This is an optimization exercise on Yosys and OpenROAD, whose aim is small area, a short achievable clock period and few clock cycles, not a production implementation.
At most, simulation tests tie the RTL to the original design; equivalence was not proved.

==> v26 <==
Design cordicMagPh, start of the top module:
module cordicMagPh
   #(parameter integer N        = 13,  
     parameter integer XY_WIDTH = 18)  
    (input  wire                           clk,
     input  wire                           reset,    
     input  wire                           st,       
     input  wire signed [XY_WIDTH - 1 : 0] xin,      
     input  wire signed [XY_WIDTH - 1 : 0] yin,      
     output reg                            rdy,      
     output wire        [XY_WIDTH - 1 : 0] mag,      
     output wire signed [XY_WIDTH + 1 : 0] ph);      
    reg         [18 : 0] x;      
    reg         [20 : 0] w;      
    reg         [18 : 0] z;      
    reg         [3 : 0]  cnt;    
    reg                  busy;
    reg                  yzp;    
    reg                  qrt;    
    wire sx = xin[17];
    wire sy = yin[17];
    wire yz = (yin == 18'd0);
    wire [17 : 0] ax = xin ^ {18{sx}};
    wire [17 : 0] ay = yin ^ {18{sy}};
    wire [17 : 0] hs = ax ^ ay;
    wire [17 : 0] hc = ax & ay;
    wire sub1 = ~(sx ^ sy);
    wire [18 : 0] z1 = yz ? 19'd0 : ((sx ^ sy) ? 19'h70000 : 19'h10000);
    wire neg = w[20];                       
    wire pos = ~neg;
    reg  [18 : 0] ysh;                      
    reg  [18 : 0] xmk;                      
    reg  [15 : 0] at;                       
    always @(*) begin
        case (cnt)
            4'd1: begin
  ...
clock: 8.0 ns
lec_check: 0
cap_margin: 20
core_margin: 2
core_utilization: 40
setup_slack_margin: 3.6
slew_margin: 20
run.sh (not shown) runs the stock make flow with config.mk's settings and CLKGATE_MAP_FILE= SYNTH_SCRIPT=/design/flow/synth_recipe.tcl, a recipe that flattens the netlist after the stock synthesis.
==> v12: changes against v26 <==
--- a/flow/design.v
+++ b/flow/design.v
@@ -9,15 +9,14 @@
      output reg                            rdy,      
      output wire        [XY_WIDTH - 1 : 0] mag,      
      output wire signed [XY_WIDTH + 1 : 0] ph);      
     reg         [18 : 0] x;      
     reg         [20 : 0] w;      
     reg         [18 : 0] z;      
     reg         [3 : 0]  cnt;    
-    reg                  busy;
     reg                  yzp;    
     reg                  qrt;    
     wire sx = xin[17];
     wire sy = yin[17];
     wire yz = (yin == 18'd0);
     wire [17 : 0] ax = xin ^ {18{sx}};
     wire [17 : 0] ay = yin ^ {18{sy}};
@@ -73,36 +72,24 @@
                 at  = 16'd325;
             end
             4'd9: begin
                 ysh = {w[20], w[20], w[20], w[20], w[20], w[20], w[20], w[20], w[20], w[20], w[20], w[20], w[20], w[20], w[20], w[20], w[20], w[19], w[18]};
                 xmk = {{10{1'b1}}, 9'd0};
                 at  = 16'd162;
             end
-            4'd10: begin  
-                ysh = 19'd0;
-                xmk = 19'd0;
-                at  = 16'd81;
-            end
-            4'd11: begin  
-                ysh = {1'b0, w[17 : 0]};
-                xmk = 19'd0;
-                at  = 16'd0;
-            end
             default: begin
                 ysh = 19'd0;
                 xmk = 19'd0;
                 at  = 16'd0;
             end
         endcase
     end
-    wire fin = (cnt == 4'd11);
-    wire negx = neg & ~fin;
     wire [18 : 0] xn;
-    cordicAdd #(19) addx (.a(st ? {1'b0, hs} : x), .b(st ? {hc, sx} : (ysh ^ {19{negx}})),
-                          .cin(st ? sy : (fin ? w[18] : neg)), .s(xn));
+    cordicAdd #(19) addx (.a(st ? {1'b0, hs} : x), .b(st ? {hc, sx} : (ysh ^ {19{neg}})),
+                          .cin(st ? sy : neg), .s(xn));
     wire [20 : 0] xm = {2'b00, x & xmk};
     wire [20 : 0] ws;
     cordicAdd #(21) addw (.a(st ? {{3{yin[17]}}, yin} : w),
                           .b(st ? ({{3{xin[17]}}, xin} ^ {21{sub1}}) : (xm ^ {21{pos}})),
                           .cin(st ? sub1 : pos), .s(ws));
     wire [20 : 0] wn = {ws[19 : 0], 1'b0};
     wire n10 = neg;
@@ -119,78 +106,90 @@
     wire [11 : 0] tm;
     cordicAdd #(12) addm (.a(sm), .b({cm[10 : 0], ~n10}), .cin(~e11), .s(tm));
     wire [11 : 0] sp = y10 ^ a10 ^ b11;
     wire [11 : 0] cp = (y10 & a10) | (y10 & b11) | (a10 & b11);
     wire [11 : 0] tp;
     cordicAdd #(12) addp (.a(sp), .b({cp[10 : 0], ~n10}), .cin(e11), .s(tp));
     wire n12 = n11 ? tp[11] : tm[11];
-    wire [1 : 0] s3 = {1'b0, n10} + {1'b0, n11} + {1'b0, n12};    
     wire [17 : 0] gha, ghb;
     wire gcy;
-    cordicGain gain (.x(x), .s(s3), .ha(gha), .hb(ghb), .cy(gcy));
-    reg [6 : 0] kt;
+    cordicGain gain (.x(x), .n({n12, n11, n10}), .ha(gha), .hb(ghb), .cy(gcy));
+    reg [8 : 0] kt;
     always @(*) begin
-        case ({qrt, w[20], w[19]})
-            3'b000: kt = 7'sd60;
-            3'b001: kt = 7'sd20;
-            3'b010: kt = -7'sd20;
-            3'b011: kt = -7'sd60;
-            3'b100: kt = -7'sd60;
-            3'b101: kt = -7'sd20;
-            3'b110: kt = 7'sd20;
-            3'b111: kt = 7'sd60;
+        case ({qrt, n10, n11, n12})
+            4'b0000: kt = 9'sd141;
+            4'b0001: kt = 9'sd101;
+            4'b0010: kt = 9'sd61;
+            4'b0011: kt = 9'sd21;
+            4'b0100: kt = -9'sd21;
+            4'b0101: kt = -9'sd61;
+            4'b0110: kt = -9'sd101;
+            4'b0111: kt = -9'sd141;
+            4'b1000: kt = -9'sd141;
+            4'b1001: kt = -9'sd101;
+            4'b1010: kt = -9'sd61;
+            4'b1011: kt = -9'sd21;
+            4'b1100: kt = 9'sd21;
+            4'b1101: kt = 9'sd61;
+            4'b1110: kt = 9'sd101;
+            4'b1111: kt = 9'sd141;
         endcase
     end
     wire last = (cnt == 4'd10);
     wire zneg = neg ^ qrt;
-    wire [18 : 0] zb = fin ? {{12{kt[6]}}, kt} : ({3'b000, at} ^ {19{zneg}});
+    wire [18 : 0] zb = last ? {{10{kt[8]}}, kt} : ({3'b000, at} ^ {19{zneg}});
     wire [18 : 0] zn;
-    cordicAdd #(19) addz (.a(z), .b(zb), .cin(~fin & zneg), .s(zn));
+    cordicAdd #(19) addz (.a(z), .b(zb), .cin(~last & zneg), .s(zn));
     always @(posedge clk or posedge reset)
     if (reset) begin
-        rdy  <= 1'b0;
-        busy <= 1'b0;
-        yzp  <= 1'b0;
+        rdy <= 1'b0;
+        yzp <= 1'b0;
+        cnt <= 4'd12;
     end else begin
         if (st) begin
-            rdy  <= 1'b0;
-            busy <= ~yz;
-            yzp  <= yz;
+            rdy <= 1'b0;
+            yzp <= yz;
+            cnt <= yz ? 4'd11 : 4'd1;
         end else begin
             yzp <= 1'b0;
-            if (yzp | (busy & fin))
+            if (yzp | last)
                 rdy <= 1'b1;
-            if (fin)
-                busy <= 1'b0;
+            if (last)
+                cnt <= 4'd12;
+            else if (cnt != 4'd12)
+                cnt <= cnt + 4'd1;
         end
     end
     always @(posedge clk) begin
         if (st) begin
             x   <= xn;
             w   <= wn;
             z   <= z1;
-            cnt <= 4'd1;
             qrt <= sx;
         end else begin
-            w   <= last ? {n11, n12, gcy, ghb} : wn;
-            cnt <= cnt + 4'd1;
-            if (busy) begin
-                z <= zn;
-                x <= last ? {1'b0, gha} : xn;
-            end
+            if (last)
+                w <= {2'b00, gcy, ghb};
+            else if (cnt == 4'd11)
+                w <= 21'd0;
+            else if (cnt != 4'd12)
+                w <= wn;
+            z   <= zn;
+            x   <= last ? {1'b0, gha} : xn;
         end
     end
+    wire [17 : 0] magv;
+    cordicAdd #(18) addmag (.a(x[17 : 0]), .b(w[17 : 0]), .cin(w[18]), .s(magv));
     wire [18 : 0] zs = (z[18 : 17] == 2'b01) ? 19'h20000 :
                        (z[18 : 17] == 2'b10) ? 19'h60000 : z;
     wire zs0 = (zs == 19'd0);
     wire [1 : 0] top = ~qrt ? {zs[18], zs[18]} : (zs0 ? 2'b01 : (zs[18] ? 2'b00 : 2'b11));
     assign ph  = {top, zs[17 : 0]};
-    assign mag = x[17 : 0];
+    assign mag = magv;
 endmodule
-module cordicGain (input wire [18 : 0] x, input wire [1 : 0] s,
+module cordicGain (input wire [18 : 0] x, input wire [2 : 0] n,
                    output wire [17 : 0] ha, output wire [17 : 0] hb, output wire cy);
     wire m1 = x[16] ^ x[13];
     wire m2 = x[16] & x[13];
     wire m3 = x[17] ^ x[14] ^ ~x[12];
     wire m4 = (x[17] & x[14]) | (x[17] & ~x[12]) | (x[14] & ~x[12]);
     wire m5 = x[18] ^ x[15] ^ ~x[13];
     wire m6 = (x[18] & x[15]) | (x[18] & ~x[13]) | (x[15] & ~x[13]);
@@ -348,31 +347,31 @@
     wire m158 = (x[13] & m107) | (x[13] & m106) | (m107 & m106);
     wire m159 = x[16] ^ x[14] ^ m108;
     wire m160 = (x[16] & x[14]) | (x[16] & m108) | (x[14] & m108);
     wire m161 = x[17] ^ x[15];
     wire m162 = x[17] & x[15];
     wire m163 = x[18] ^ x[16];
     wire m164 = x[18] & x[16];
-    wire m165 = (s == 2'd1) | (s == 2'd3);
-    wire m166 = (s == 2'd2) | (s == 2'd3);
-    wire m167 = (s == 2'd1) | (s == 2'd3);
-    wire m168 = (s == 2'd2) | (s == 2'd3);
-    wire m169 = (s == 2'd0) | (s == 2'd2);
-    wire m170 = (s == 2'd2) | (s == 2'd3);
-    wire m171 = (s == 2'd2) | (s == 2'd3);
-    wire m172 = (s == 2'd0) | (s == 2'd3);
-    wire m173 = (s == 2'd2);
-    wire m174 = (s == 2'd2) | (s == 2'd3);
-    wire m175 = (s == 2'd0) | (s == 2'd3);
-    wire m176 = (s == 2'd2);
-    wire m177 = (s == 2'd2) | (s == 2'd3);
-    wire m178 = (s == 2'd1) | (s == 2'd2);
-    wire m179 = (s == 2'd3);
-    wire m180 = (s == 2'd1) | (s == 2'd3);
-    wire m181 = (s == 2'd2) | (s == 2'd3);
+    wire m165 = n[2] ? ((~n[0] & ~n[1]) | (n[0] & n[1])) : ((n[0] ^ n[1]));
+    wire m166 = n[2] ? ((n[0] ^ n[1]) | (n[0] & n[1])) : ((n[0] & n[1]));
+    wire m167 = n[2] ? ((~n[0] & ~n[1]) | (n[0] & n[1])) : ((n[0] ^ n[1]));
+    wire m168 = n[2] ? ((n[0] ^ n[1]) | (n[0] & n[1])) : ((n[0] & n[1]));
+    wire m169 = n[2] ? ((n[0] ^ n[1])) : ((~n[0] & ~n[1]) | (n[0] & n[1]));
+    wire m170 = n[2] ? ((n[0] ^ n[1]) | (n[0] & n[1])) : ((n[0] & n[1]));
+    wire m171 = n[2] ? ((n[0] ^ n[1]) | (n[0] & n[1])) : ((n[0] & n[1]));
+    wire m172 = n[2] ? ((n[0] & n[1])) : ((~n[0] & ~n[1]));
+    wire m173 = n[2] ? ((n[0] ^ n[1])) : ((n[0] & n[1]));
+    wire m174 = n[2] ? ((n[0] ^ n[1]) | (n[0] & n[1])) : ((n[0] & n[1]));
+    wire m175 = n[2] ? ((n[0] & n[1])) : ((~n[0] & ~n[1]));
+    wire m176 = n[2] ? ((n[0] ^ n[1])) : ((n[0] & n[1]));
+    wire m177 = n[2] ? ((n[0] ^ n[1]) | (n[0] & n[1])) : ((n[0] & n[1]));
+    wire m178 = n[2] ? ((~n[0] & ~n[1]) | (n[0] ^ n[1])) : ((n[0] ^ n[1]) | (n[0] & n[1]));
+    wire m179 = n[2] ? ((n[0] & n[1])) : (1'b0);
+    wire m180 = n[2] ? ((~n[0] & ~n[1]) | (n[0] & n[1])) : ((n[0] ^ n[1]));
+    wire m181 = n[2] ? ((n[0] ^ n[1]) | (n[0] & n[1])) : ((n[0] & n[1]));
     wire m182 = x[3] ^ x[0];
     wire m183 = x[3] & x[0];
     wire m184 = x[4] ^ x[1] ^ m168;
     wire m185 = (x[4] & x[1]) | (x[4] & m168) | (x[1] & m168);
     wire m186 = ~x[0] ^ m109 ^ m169;
     wire m187 = (~x[0] & m109) | (~x[0] & m169) | (m109 & m169);
     wire m188 = m111 ^ m110 ^ m170;
==> flow/flow/run.sh (new file) <==
#!/bin/bash
# The standard layout, with one change to synthesis: no adder cells are
# extracted (ADDER_MAP_FILE empty), so ABC maps the adders and carry-save
# trees from plain gates. Registers are mapped as in the standard synthesis.
set -euo pipefail
bash standard.sh ADDER_MAP_FILE= synth > synth.log 2>&1
bash standard.sh > layout.log 2>&1
==> flow/standard.sh (new file) <==
#!/bin/bash
# synth_recipe.tcl (not shown) runs the flow's synth.tcl, then flattens the netlist and writes it again
# the make line also repeats each setting of config.mk as NAME=value (left out here)
make -C /OpenROAD-flow-scripts/flow DESIGN_CONFIG=/design/flow/config.mk WORK_HOME=/design/flow/orfs CLKGATE_MAP_FILE= SYNTH_SCRIPT=/design/flow/synth_recipe.tcl "${@:-finish}"
ABC_AREA = 1   (was default)
SETUP_SLACK_MARGIN = 4.0   (was 3.6)
removed: flow/run.sh
==> v19: changes against v26 <==
--- a/flow/design.v
+++ b/flow/design.v
@@ -9,15 +9,14 @@
      output reg                            rdy,      
      output wire        [XY_WIDTH - 1 : 0] mag,      
      output wire signed [XY_WIDTH + 1 : 0] ph);      
     reg         [18 : 0] x;      
     reg         [20 : 0] w;      
     reg         [18 : 0] z;      
     reg         [3 : 0]  cnt;    
-    reg                  busy;
     reg                  yzp;    
     reg                  qrt;    
     wire sx = xin[17];
     wire sy = yin[17];
     wire yz = (yin == 18'd0);
     wire [17 : 0] ax = xin ^ {18{sx}};
     wire [17 : 0] ay = yin ^ {18{sy}};
@@ -119,18 +118,17 @@
     wire [11 : 0] tm;
     cordicAdd #(12) addm (.a(sm), .b({cm[10 : 0], ~n10}), .cin(~e11), .s(tm));
     wire [11 : 0] sp = y10 ^ a10 ^ b11;
     wire [11 : 0] cp = (y10 & a10) | (y10 & b11) | (a10 & b11);
     wire [11 : 0] tp;
     cordicAdd #(12) addp (.a(sp), .b({cp[10 : 0], ~n10}), .cin(e11), .s(tp));
     wire n12 = n11 ? tp[11] : tm[11];
-    wire [1 : 0] s3 = {1'b0, n10} + {1'b0, n11} + {1'b0, n12};    
     wire [17 : 0] gha, ghb;
     wire gcy;
-    cordicGain gain (.x(x), .s(s3), .ha(gha), .hb(ghb), .cy(gcy));
+    cordicGain gain (.x(x), .n({n12, n11, n10}), .ha(gha), .hb(ghb), .cy(gcy));
     reg [6 : 0] kt;
     always @(*) begin
         case ({qrt, w[20], w[19]})
             3'b000: kt = 7'sd60;
             3'b001: kt = 7'sd20;
             3'b010: kt = -7'sd20;
             3'b011: kt = -7'sd60;
@@ -143,54 +141,50 @@
     wire last = (cnt == 4'd10);
     wire zneg = neg ^ qrt;
     wire [18 : 0] zb = fin ? {{12{kt[6]}}, kt} : ({3'b000, at} ^ {19{zneg}});
     wire [18 : 0] zn;
     cordicAdd #(19) addz (.a(z), .b(zb), .cin(~fin & zneg), .s(zn));
     always @(posedge clk or posedge reset)
     if (reset) begin
-        rdy  <= 1'b0;
-        busy <= 1'b0;
-        yzp  <= 1'b0;
+        rdy <= 1'b0;
+        yzp <= 1'b0;
+        cnt <= 4'd12;
     end else begin
         if (st) begin
-            rdy  <= 1'b0;
-            busy <= ~yz;
-            yzp  <= yz;
+            rdy <= 1'b0;
+            yzp <= yz;
+            cnt <= yz ? 4'd12 : 4'd1;
         end else begin
             yzp <= 1'b0;
-            if (yzp | (busy & fin))
+            if (yzp | fin)
                 rdy <= 1'b1;
-            if (fin)
-                busy <= 1'b0;
+            if (cnt != 4'd12)
+                cnt <= cnt + 4'd1;
         end
     end
     always @(posedge clk) begin
         if (st) begin
             x   <= xn;
             w   <= wn;
             z   <= z1;
-            cnt <= 4'd1;
             qrt <= sx;
         end else begin
             w   <= last ? {n11, n12, gcy, ghb} : wn;
-            cnt <= cnt + 4'd1;
-            if (busy) begin
-                z <= zn;
-                x <= last ? {1'b0, gha} : xn;
-            end
+            z   <= zn;
+            x   <= last ? {1'b0, gha} : xn;
         end
     end
     wire [18 : 0] zs = (z[18 : 17] == 2'b01) ? 19'h20000 :
                        (z[18 : 17] == 2'b10) ? 19'h60000 : z;
     wire zs0 = (zs == 19'd0);
     wire [1 : 0] top = ~qrt ? {zs[18], zs[18]} : (zs0 ? 2'b01 : (zs[18] ? 2'b00 : 2'b11));
     assign ph  = {top, zs[17 : 0]};
     assign mag = x[17 : 0];
 endmodule
-module cordicGain (input wire [18 : 0] x, input wire [1 : 0] s,
+module cordicGain (input wire [18 : 0] x, input wire [2 : 0] n,
                    output wire [17 : 0] ha, output wire [17 : 0] hb, output wire cy);
     wire m1 = x[16] ^ x[13];
     wire m2 = x[16] & x[13];
     wire m3 = x[17] ^ x[14] ^ ~x[12];
     wire m4 = (x[17] & x[14]) | (x[17] & ~x[12]) | (x[14] & ~x[12]);
     wire m5 = x[18] ^ x[15] ^ ~x[13];
     wire m6 = (x[18] & x[15]) | (x[18] & ~x[13]) | (x[15] & ~x[13]);
@@ -348,31 +342,31 @@
     wire m158 = (x[13] & m107) | (x[13] & m106) | (m107 & m106);
     wire m159 = x[16] ^ x[14] ^ m108;
     wire m160 = (x[16] & x[14]) | (x[16] & m108) | (x[14] & m108);
     wire m161 = x[17] ^ x[15];
     wire m162 = x[17] & x[15];
     wire m163 = x[18] ^ x[16];
     wire m164 = x[18] & x[16];
-    wire m165 = (s == 2'd1) | (s == 2'd3);
-    wire m166 = (s == 2'd2) | (s == 2'd3);
-    wire m167 = (s == 2'd1) | (s == 2'd3);
-    wire m168 = (s == 2'd2) | (s == 2'd3);
-    wire m169 = (s == 2'd0) | (s == 2'd2);
-    wire m170 = (s == 2'd2) | (s == 2'd3);
-    wire m171 = (s == 2'd2) | (s == 2'd3);
-    wire m172 = (s == 2'd0) | (s == 2'd3);
-    wire m173 = (s == 2'd2);
-    wire m174 = (s == 2'd2) | (s == 2'd3);
-    wire m175 = (s == 2'd0) | (s == 2'd3);
-    wire m176 = (s == 2'd2);
-    wire m177 = (s == 2'd2) | (s == 2'd3);
-    wire m178 = (s == 2'd1) | (s == 2'd2);
-    wire m179 = (s == 2'd3);
-    wire m180 = (s == 2'd1) | (s == 2'd3);
-    wire m181 = (s == 2'd2) | (s == 2'd3);
+    wire m165 = n[2] ? ((~n[0] & ~n[1]) | (n[0] & n[1])) : ((n[0] ^ n[1]));
+    wire m166 = n[2] ? ((n[0] ^ n[1]) | (n[0] & n[1])) : ((n[0] & n[1]));
+    wire m167 = n[2] ? ((~n[0] & ~n[1]) | (n[0] & n[1])) : ((n[0] ^ n[1]));
+    wire m168 = n[2] ? ((n[0] ^ n[1]) | (n[0] & n[1])) : ((n[0] & n[1]));
+    wire m169 = n[2] ? ((n[0] ^ n[1])) : ((~n[0] & ~n[1]) | (n[0] & n[1]));
+    wire m170 = n[2] ? ((n[0] ^ n[1]) | (n[0] & n[1])) : ((n[0] & n[1]));
+    wire m171 = n[2] ? ((n[0] ^ n[1]) | (n[0] & n[1])) : ((n[0] & n[1]));
+    wire m172 = n[2] ? ((n[0] & n[1])) : ((~n[0] & ~n[1]));
+    wire m173 = n[2] ? ((n[0] ^ n[1])) : ((n[0] & n[1]));
+    wire m174 = n[2] ? ((n[0] ^ n[1]) | (n[0] & n[1])) : ((n[0] & n[1]));
+    wire m175 = n[2] ? ((n[0] & n[1])) : ((~n[0] & ~n[1]));
+    wire m176 = n[2] ? ((n[0] ^ n[1])) : ((n[0] & n[1]));
+    wire m177 = n[2] ? ((n[0] ^ n[1]) | (n[0] & n[1])) : ((n[0] & n[1]));
+    wire m178 = n[2] ? ((~n[0] & ~n[1]) | (n[0] ^ n[1])) : ((n[0] ^ n[1]) | (n[0] & n[1]));
+    wire m179 = n[2] ? ((n[0] & n[1])) : (1'b0);
+    wire m180 = n[2] ? ((~n[0] & ~n[1]) | (n[0] & n[1])) : ((n[0] ^ n[1]));
+    wire m181 = n[2] ? ((n[0] ^ n[1]) | (n[0] & n[1])) : ((n[0] & n[1]));
     wire m182 = x[3] ^ x[0];
     wire m183 = x[3] & x[0];
     wire m184 = x[4] ^ x[1] ^ m168;
     wire m185 = (x[4] & x[1]) | (x[4] & m168) | (x[1] & m168);
     wire m186 = ~x[0] ^ m109 ^ m169;
     wire m187 = (~x[0] & m109) | (~x[0] & m169) | (m109 & m169);
     wire m188 = m111 ^ m110 ^ m170;
==> flow/flow/run.sh (new file) <==
#!/bin/bash
# The standard layout, with one change to synthesis: no adder cells are
# extracted (ADDER_MAP_FILE empty), so ABC maps the adders and carry-save
# trees from plain gates. Registers are mapped as in the standard synthesis.
set -euo pipefail
bash standard.sh ADDER_MAP_FILE= synth > synth.log 2>&1
bash standard.sh > layout.log 2>&1
==> flow/standard.sh (new file) <==
#!/bin/bash
# synth_recipe.tcl (not shown) runs the flow's synth.tcl, then flattens the netlist and writes it again
# the make line also repeats each setting of config.mk as NAME=value (left out here)
make -C /OpenROAD-flow-scripts/flow DESIGN_CONFIG=/design/flow/config.mk WORK_HOME=/design/flow/orfs CLKGATE_MAP_FILE= SYNTH_SCRIPT=/design/flow/synth_recipe.tcl "${@:-finish}"
ABC_AREA = 1   (was default)
SETUP_SLACK_MARGIN = 4.2   (was 3.6)
removed: flow/run.sh
==> v5: changes against v26 <==
SETUP_SLACK_MARGIN = 3.0   (was 3.6)
==> comparison <==
- Between v12 and v26, the lower die area is in v26 (gap 3.0%, measured against v26).
- Between v26 and v12, the lower non-clock buffer count is in v26 (gap 38).
- Clock skew: v12 > v26 > v5 > v19.
- Sequential share of layout area: v19 < v12 < v26 < v5.
- In v19 the first-iteration DRC count is larger than in v12, by 5.7%.
- The lowest fmax belongs to v26, the highest to v19.
==> figures <==
|  | v5 | v26 | v12 | v19 |
|---|---|---|---|---|
| Outcome | no timing/DRC/antenna violations | no timing/DRC/antenna violations | no timing/DRC/antenna violations | no timing/DRC/antenna violations |
| Post-synthesis cell type with the largest combined area | sky130_fd_sc_hd__fa_1 | sky130_fd_sc_hd__fa_1 | sky130_fd_sc_hd__nand2_1 | sky130_fd_sc_hd__nand2_1 |
| Maximum clock frequency | 0.1935 GHz | 0.1923 GHz | 0.2152 GHz | 0.2630 GHz |
| Global-route met3 utilization | 4.856% | 5.916% | 4.613% | 4.325% |
| WL per Instance | 21.00 µm | 21.12 µm | 18.68 µm | 16.89 µm |
| Number of global-route vias before repair | 10,670 | 10,960 | 14,040 | 13,300 |
| Adder-cell share of the synthesized area | 34.97% | 34.97% | 0% | 0% |
| Wire length on met1 | 17,940 µm | 17,820 µm | 23,340 µm | 21,360 µm |
| Fraction of area in clock buffers and inverters | 1.829% | 1.955% | 1.792% | 1.865% |
| First-pass GRT wire length | 62,670 µm | 63,540 µm | 79,420 µm | 70,930 µm |
| R2R Setup Slk | 2.83 ns | 2.80 ns | 4.02 ns | 4.36 ns |
| Highest fanout seen on the critical path | 7 | 5 | 12 | 4 |
| Net count after synthesis | 1,782 | 1,782 | 2,388 | 2,350 |
| Number of setup buffers added after CTS | 48 | 46 | 82 | 11 |
Testbench counts of v19, summed over its fixed seeds: cycles 192,000.
Function not checked in v26, v12 and v5: the RTL went through the layout flow alone.

[re-timing with driven ports]
The flow's constraints put no driver on any port. The routed layouts listed below were extracted and timed again, unchanged, in two steps.
Step 1 sets driving cells, clkbuf_16 on the clock port and buf_2 on the other inputs (assumed; they add their load-dependent delay and slew).
Step 2 also shifts input and output timing later by t, the mid clock arrival at the registers, as if the neighbouring blocks saw the same clock.
Slacks: no drivers / after step 1 / after step 2; pairs: no drivers / after step 1.
| run | t (ns) | slack for setup (ns) | hold WS [ns] | cell pins on the clock port's net |
|---|---|---|---|---|
| v26 | 0.399 | 2.801 / 2.801 / 2.777 | 0.465 / 0.465 / 0.465 | 1 |
| v12 | 0.404 | 3.353 / 3.307 / 3.304 | 0.538 / 0.538 / 0.538 | 1 |
| v19 | 0.398 | 4.198 / 4.149 / 3.751 | 0.524 / 0.524 / 0.524 | 1 |
| v5 | 0.401 | 2.832 / 2.832 / 2.647 | 0.450 / 0.450 / 0.450 | 1 |
After both steps every run listed still meets setup and hold. The setup slack of v19, which loses most, moves by -0.049 ns with the drivers and by -0.447 ns with both steps.
